Background: an optimization exercise with open tools, aiming at small area, a short achievable clock period and few clock cycles. Do not read the settings as production practice.
Function was checked by simulation only, so behaviour that the tests miss may differ from the original.
The clock port is modelled as an ideal driver; clocking choices that lean on that would not hold on a real chip.
Power and IR drop assume default switching activity.

<file path="flow/flow/run.sh">
#!/bin/bash
# The standard layout, with plain buffers (sky130_fd_sc_hd__buf_1) on the
# ports in place of the delay cells that buffer_ports picks by default.
# Timing repair aims at 3.8 ns of setup slack up to clock tree synthesis;
# then cells are sized down where that keeps the worst slack (recover_area.tcl),
# and the repair after global routing aims at 3.0 ns.
set -euo pipefail
export BUFFER_PORTS_ARGS="-buffer_cell sky130_fd_sc_hd__buf_1"
SETUP_SLACK_MARGIN=3.8 bash standard.sh cts > standard_make_to_cts.log 2>&1
RESULTS=orfs/results/sky130hd/fpu/base openroad -no_init -exit flow/recover_area.tcl > recover_area.log 2>&1
SETUP_SLACK_MARGIN=3.0 bash standard.sh > standard_make.log 2>&1
</file>
<file path="flow/flow/recover_area.tcl">
# Area recovery after clock tree synthesis: give each logic cell the smallest
# drive strength of its function that keeps the worst setup slack where the
# timing repair left it. Flip-flops, clock-tree cells and port buffers are
# kept; cell functions and connections do not change.
set results $::env(RESULTS)
set platform $::env(FLOW_HOME)/platforms/sky130hd
read_liberty $platform/lib/sky130_fd_sc_hd__tt_025C_1v80.lib
read_db $results/4_cts.odb
read_sdc $results/4_cts.sdc
source $platform/setRC.tcl
estimate_parasitics -placement
set_propagated_clock [all_clocks]

set block [ord::get_db_block]
set dbu [$block getDbUnitsPerMicron]
set target [expr {[sta::worst_slack_cmd max] - 5e-12}]
puts "worst setup slack before: [expr {[sta::worst_slack_cmd max] * 1e9}] ns"
report_design_area
set saved 0.0
set n 0
foreach inst [$block getInsts] {
  set m [$inst getMaster]
  if { [$m getType] ne "CORE" } { continue }
  set name [$inst getName]
  set mname [$m getName]
  if { [regexp {df|dl|clk|conb|tap|fill|decap} $mname] } { continue }
  if { [regexp {^(input|output)} $name] } { continue }
  if { ![regexp {^(sky130_fd_sc_hd__.*)_([0-9]+)$} $mname -> base size] } { continue }
  set cur_area [expr {[$m getWidth] * [$m getHeight]}]
  set cands {}
  foreach lc [get_lib_cells ${base}_*] {
    set lname [get_name $lc]
    if { ![regexp "^${base}_\[0-9\]+\$" $lname] } { continue }
    set lm [[ord::get_db] findMaster $lname]
    if { $lm == "NULL" } { continue }
    set a [expr {[$lm getWidth] * [$lm getHeight]}]
    if { $a < $cur_area } { lappend cands [list $a $lname] }
  }
  foreach c [lsort -real -index 0 $cands] {
    set lname [lindex $c 1]
    replace_cell $name $lname
    estimate_parasitics -placement
    if { [sta::worst_slack_cmd max] >= $target } {
      set saved [expr {$saved + $cur_area - [lindex $c 0]}]
      incr n
      break
    }
    replace_cell $name $mname
    estimate_parasitics -placement
  }
}
puts "resized $n cells down, [expr {$saved / ($dbu * $dbu)}] um2 saved"
puts "worst setup slack after: [expr {[sta::worst_slack_cmd max] * 1e9}] ns"
report_design_area
check_placement
write_db $results/4_cts.odb
</file>
<file path="flow/standard.sh">
#!/bin/bash
# synth_recipe.tcl (not shown) runs the flow's synth.tcl, then flattens the netlist and writes it again
# the make line also repeats each setting of config.mk as NAME=value (left out here)
make -C /OpenROAD-flow-scripts/flow DESIGN_CONFIG=/design/flow/config.mk WORK_HOME=/design/flow/orfs CLKGATE_MAP_FILE= SYNTH_SCRIPT=/design/flow/synth_recipe.tcl "${@:-finish}"
</file>
<file path="flow/config.mk">
export PLATFORM = sky130hd
export DESIGN_NAME = fpu
export DESIGN_NICKNAME = fpu
export VERILOG_FILES = /design/flow/design.v
export SDC_FILE = /design/flow/constraint.sdc
export NUM_CORES = 4
export LEC_CHECK = 0
export ABC_AREA = 1
export CAP_MARGIN = 20
export CORE_MARGIN = 2
export CORE_UTILIZATION = 45
export GPL_TIMING_DRIVEN = 0
export SLEW_MARGIN = 20
</file>
<file path="flow/constraint.sdc">
create_clock -name core_clock -period 10.0 [get_ports {clk}]
set_input_delay 2.0000 -clock core_clock [delete_from_list [all_inputs] [get_ports {clk}]]
set_output_delay 2.0000 -clock core_clock [all_outputs]
set_load 0.01 [all_outputs]
</file>
<file path="flow/design.v">
module fpu(
    input  logic [31:0] op_A_in,
    input  logic [31:0] op_B_in,
    input  logic clk,
    input  logic reset,
    input  logic start,
    output logic [31:0] data_out,
    output logic [3:0]  status_out,
    output logic done
);
    logic [7:0]  ea, eb, e_l, gt, eq;
    logic [22:0] fl, fe;
    logic [8:0]  d_ab;
    logic [4:0]  sh;
    logic        a_ge_e, e_eq, fa_lt, a_big, s_l, eff_sub, swap_f, big;
    logic [25:0] m_a, m_b, m_l, m_s, m_s_sh, lost_mask;
    logic        sticky;
    logic [26:0] x, y, g, p, gg, pp, sum;
    always_comb begin
        ea   = op_A_in[30:23];
        eb   = op_B_in[30:23];
        m_a  = {|ea, op_A_in[22:0], 2'b00};
        m_b  = {|eb, op_B_in[22:0], 2'b00};
        d_ab = {1'b0, ea} - {1'b0, eb};
        gt = ea & ~eb;
        eq = ~(ea ^ eb);
        for (int l = 0; l < 3; l++)
            for (int i = 0; i < 8; i += 2 << l) begin
                gt[i] = gt[i + (1 << l)] | (eq[i + (1 << l)] & gt[i]);
                eq[i] = eq[i + (1 << l)] & eq[i];
            end
        a_ge_e = gt[0] | eq[0];
        e_eq   = eq[0];
        fl = ~op_A_in[22:0] & op_B_in[22:0];
        fe = ~(op_A_in[22:0] ^ op_B_in[22:0]);
        for (int w = 1; w < 23; w <<= 1)
            for (int i = 0; i + w < 23; i += 2 * w) begin
                fl[i] = fl[i + w] | (fe[i + w] & fl[i]);
                fe[i] = fe[i + w] & fe[i];
            end
        fa_lt  = fl[0];
        e_l  = a_ge_e ? ea  : eb;
        m_l  = a_ge_e ? m_a : m_b;
        m_s  = a_ge_e ? m_b : m_a;
        sh   = a_ge_e ? d_ab[4:0] : eb[4:0] - ea[4:0];
        a_big = e_eq ? ~fa_lt : a_ge_e;
        s_l   = a_big ? op_A_in[31] : op_B_in[31];
        eff_sub = op_A_in[31] ^ op_B_in[31];
        swap_f  = eff_sub & e_eq & fa_lt;
        big       = d_ab[8] ? (d_ab[7:0] <= 8'd231) : (d_ab[7:0] >= 8'd25);
        m_s_sh    = big ? 26'd0 : (m_s >> sh);
        lost_mask = big ? 26'h3ffffff : ~(26'h3ffffff << sh);
        sticky    = |(m_s & lost_mask);
        x = {1'b0, m_l} ^ {27{eff_sub}};
        y = {1'b0, m_s_sh};
        g = x & y;
        p = x ^ y;
        gg = g;
        pp = p;
        gg[0] = g[0] | (p[0] & swap_f);
        for (int l = 0; l < 5; l++)
            for (int i = (2 << l) - 1; i < 27; i += (2 << l)) begin
                gg[i] = gg[i] | (pp[i] & gg[i - (1 << l)]);
                pp[i] = pp[i] & pp[i - (1 << l)];
            end
        for (int l = 3; l >= 0; l--)
            for (int i = (3 << l) - 1; i < 27; i += (2 << l)) begin
                gg[i] = gg[i] | (pp[i] & gg[i - (1 << l)]);
                pp[i] = pp[i] & pp[i - (1 << l)];
            end
        sum = (p ^ {27{eff_sub & ~swap_f}}) ^ {gg[25:0], swap_f};
    end
    logic [26:0] r;
    logic [7:0]  e_q;
    logic        s_q, sticky_q;
    always_ff @(posedge clk) begin
        r        <= sum;
        e_q      <= e_l;
        s_q      <= s_l;
        sticky_q <= sticky;
    end
    always_ff @(posedge clk or negedge reset) begin
        if (!reset) done <= 1'b0;
        else        done <= start;
    end
    logic        zero, left, c_out, uf, ovf;
    logic [25:0] w, n0, n1, n2, n3, n4;
    logic        uf_le, uf_eq;
    logic [23:0] ca;
    logic [22:0] inc, f_out;
    logic [4:0]  k;
    logic [7:0]  e_p1, e_nr, e_left, e_out;
    always_comb begin
        zero = ~|r;
        left = ~r[26] & ~r[25];
        w  = r[26] ? r[26:1] : r[25:0];
        ca = w[25:2];
        for (int l = 0; l < 5; l++)
            for (int i = (2 << l) - 1; i < 24; i += (2 << l))
                ca[i] = ca[i] & ca[i - (1 << l)];
        for (int l = 3; l >= 0; l--)
            for (int i = (3 << l) - 1; i < 24; i += (2 << l))
                ca[i] = ca[i] & ca[i - (1 << l)];
        inc   = w[24:2] ^ ({ca[21:0], 1'b1} & {23{w[0]}});
        c_out = w[0] & ca[23];
        e_p1  = e_q + 8'd1;
        e_nr  = (r[26] | c_out) ? e_p1 : e_q;
        k[4] = ~|r[25:10]; n1 = k[4] ? {r[9:0], 16'd0} : r[25:0];
        k[3] = ~|n1[25:18]; n2 = k[3] ? {n1[17:0], 8'd0} : n1;
        k[2] = ~|n2[25:22]; n3 = k[2] ? {n2[21:0], 4'd0} : n2;
        k[1] = ~|n3[25:24]; n4 = k[1] ? {n3[23:0], 2'd0} : n3;
        k[0] = ~n4[25];     n0 = k[0] ? {n4[24:0], 1'd0} : n4;
        e_left = e_q - {3'd0, k};
        uf_le = 1'b0;
        uf_eq = ~|e_q[7:5];
        for (int i = 4; i >= 0; i--) begin
            uf_le = uf_le | (uf_eq & ~e_q[i] & k[i]);
            uf_eq = uf_eq & ~(e_q[i] ^ k[i]);
        end
        uf   = ~r[26] & (uf_le | uf_eq);
        ovf  = (&e_q) | (~left & e_q == 8'd254 & (r[26] | c_out));
        e_out = left ? e_left : e_nr;
        f_out = left ? n0[24:2] : inc;
        if (zero) begin
            data_out = 32'd0;                   status_out = 4'b0001;
        end else if (ovf) begin
            data_out = {s_q, 8'hFF, 23'd0};     status_out = 4'b0100;
        end else if (uf) begin
            data_out = 32'd0;                   status_out = 4'b1000;
        end else begin
            data_out = {s_q, e_out, f_out};
            status_out = (w[0] && !left) || sticky_q ? 4'b0010 : 4'b0001;
        end
    end
endmodule
</file>
==> summary.txt <==
Status: complete, no violations
Routed len/inst: 15.9 microns
YS warnings: 1
Die H: 142 microns
Core area: 18,600 sq um
Setup_tns: 0 ns
Hold Fails Final Rpt: 0
Hold_ws: 1.48 ns
Pleak: 4.84 nW
Setup crit start: op_A_in[28]
Syn nets: 1,689
Die Area: 20,100 sq um
H-tree levels: 2
# port buffers: 103
Tightest Hold Check Type: primary input to async pin
CTS tree: built
Post-synth EDFFs: 0
Final setup fails: 0
Layout cells sized above 1: 9.48%
Synth top area cells: nand2_1 (19%), o21ai_0 (11%), ha_1 (10%)
Num CTS Buffers: 5
#FFs+latches synth: 38
Fin crit period: 6.34 ns
Mapped Avg Cell Area: 5.51 sq um
Largest fanout on the critical path: 8
Die extent in x: 142 microns
Crit-path most repeated cell: nand2_1
# hold bufs at CTS: 0
Sequential cell area: 782 sq um
Synth async-reset ratio: 2.63%
Yosys cell types: 51
CTS Buffer Depth: 2
Final period util: 63.4%
GRT Resource Usage Total: 30.4%
PwrDens: 215 nW/um^2
Area of the multi-input gates: 7030 sq um
Cell area after synthesis: 8550 sq um
Fin. max-slew vios: 0
Worst-path clk slew: 0.05 ns
CP required: 10.18 ns
Antenna diode count: 0
Setup CP Type: primary input to flip-flop
Slowest cell on crit path: o21ai_0
Peak VDD IR: 0.0000860 V
Commonest cells post-synth: nand2_1 (428), o21ai_0 (192), inv_1 (170)
Startpoint types: primary input
Antenna violations before repair: 0
Layout area overhead: 15.5%
IO Count: 104
Design Area, Final: 9870 sq um
Slew headroom: 41.0%
Yosys top cell area share: 18.8%
DP Area: 9230 sq um
Total number of vias: 10,300
Nets: 1,826
Measured slew at the worst slew-check pin: 0.882 ns
CP endpoint: r[26]$_DFF_P_
Via density: 5.35
Fillers: 2,127
FP Rows: 50
Clock sinks: 38
CP Capture Type: flip-flop
Post-route ant nets: 0
Final setup margin: 3.66 ns
Vias in the first global route: 9,763
Dpl ws: 2.22 ns
Largest net degree at the start of global routing: 14
Top-count cell post-synth: nand2_1
Global placement routability congestion: 0.979
CP max stage delay: 0.36 ns
DRC Markers: 0
Post-DP HPWL: 25.5 mm
Fmax: 158 MHz
First-pass GRT wire length: 49.6 mm
Total of max-cap violations: 0
Top cell type by total area after synthesis: nand2_1
Placed cells: 1,887
1st-iter DRT viols: 827
Register area share after synthesis: 8.96%
RSZ-0062 raised after global routing: false
Worst Path Arrival: 6.52 ns
Mapped Cells: 1,550
First-pass DRT Iterations: 6
Grt ovf: 0
Initial core utilization: 45.9%
CTS root buf: clkbuf_16
Post-route insts no fill: 1,922
Post-Route WL: 30.6 mm
Ys flop type: dfxtp_1
## what timing repair did
action | CTS | global route
gates resized for setup | 231 | 0
endpoints found under the setup margin | 61 | 0
setup buffers | 26 | 0
## critical path: cells and delay by family
kind                     cells  cell delay, ns
buffers and inverters        3            0.49
AO/OA/AOI/OAI               10            2.01
AND/OR/NAND/NOR             16            1.42
adder cells (fa/ha/maj)      2            0.59
## sequential cells by signal, summed over array words and instances (netlist names)
signal,flops
r,27
e_q,8
done,1
s_q,1
sticky_q,1
## layout by cell type, fill, tap and decap left out, drive strengths merged, types with 4 or more instances in the layout
master,n
mux2i,5
inv,176
clkinv,4
nor3,18
o21ai,209
xor2,71
o21bai,4
or2,5
nand2,437
nor2,148
o31ai,5
a211oi,13
nand4,13
nor4,6
o21a,12
a21oi,64
ha,69
nand3,132
buf,151
dfxtp,37
clkbuf,53
o211ai,4
xnor2,23
## cell families after synthesis
| family | after synthesis | share of synthesized area (%) |
|---|---|---|
| compound gates | 331 | 21.4 |
| mux | 5 | 0.586 |
| flops | 38 | 8.96 |
| xor+xnor | 94 | 9.63 |
| buf+inv | 248 | 11.3 |
| simple gates | 762 | 37.3 |
| fa+ha+maj | 72 | 10.8 |
## where the power goes
| part | switching (mW) | internal [mW] | leakage (nW) | total (mW) |
|---|---|---|---|---|
| clock | 0.0568 | 0.117 | 0.0912 | 0.174 |
| sequential | 0.0661 | 0.216 | 0.324 | 0.282 |
| combinational | 1.09 | 0.577 | 4.43 | 1.66 |
| total | 1.21 | 0.910 | 4.84 | 2.12 |
## per-layer routing
layer	vias to the layer above	GRT usage [%]	wire, microns
met4	0	13.8	1280
met1	4532	37.1	13300
met3	73	1.08	1040
met2	323	55.5	15000
met5	-	0	0
li1	5355	-	-
## how the worst min path moves through the flow
| stage | end | cells after the start | startpoint |
|---|---|---|---|
| 2_1_floorplan | done$_DFF_PN0_ | 0 | reset |
| 6_report | done$_DFF_PN0_ | 1 | reset |
| 4_1_cts | done$_DFF_PN0_ | 1 | reset |
| 3_5_place_dp | done$_DFF_PN0_ | 1 | reset |
| 3_3_place_gp | done$_DFF_PN0_ | 1 | reset |
| 5_1_grt | done$_DFF_PN0_ | 1 | reset |
## stage by stage
step	total power, mW	utilization, %
6_report	2.12	52.9
5_1_grt	2.33	52.9
4_1_cts	2.18	54.7
3_5_place_dp	1.82	49.5
3_3_place_gp	1.81	49.5
2_1_floorplan	1.39	-
## area by class of cell
cell class / count / share of cell area, %
Clock buffer: 5 / 1.27
Tap cell: 234 / 2.97
Buffer: 69 / 3.84
Sequential cell: 38 / 7.92
Timing Repair Buffer: 130 / 5.39
Inverter: 179 / 6.92
Clock inverter: 3 / 0.444
Multi-Input combinational cell: 1264 / 71.2
Testbench counts, summed over its fixed seeds: cycles 3,200.

-- re-timing with driven ports --
No port has a modelled driver above. Below, the same layout with a new extraction and two added sets of constraints. Step 1, drivers: a clkbuf_16 drives clk and a buf_2 each remaining input, both assumed. Step 2 moves the port delays by t, midway between the first and last clock arrival at a register: inputs arrive t later, outputs are due t later. That takes back most of the time a late clock gives input paths. Three values: no drivers, after step 1, after step 2; two values: the first two.
shift t [ns]: 0.311
setup WS [ns]: 3.658 / 3.664 / 3.353
worst data-port slew with drivers (ns): 0.04
After both steps this run still meets setup and hold. The setup slack of this run moves by +0.006 ns with the drivers and by -0.305 ns with both steps.
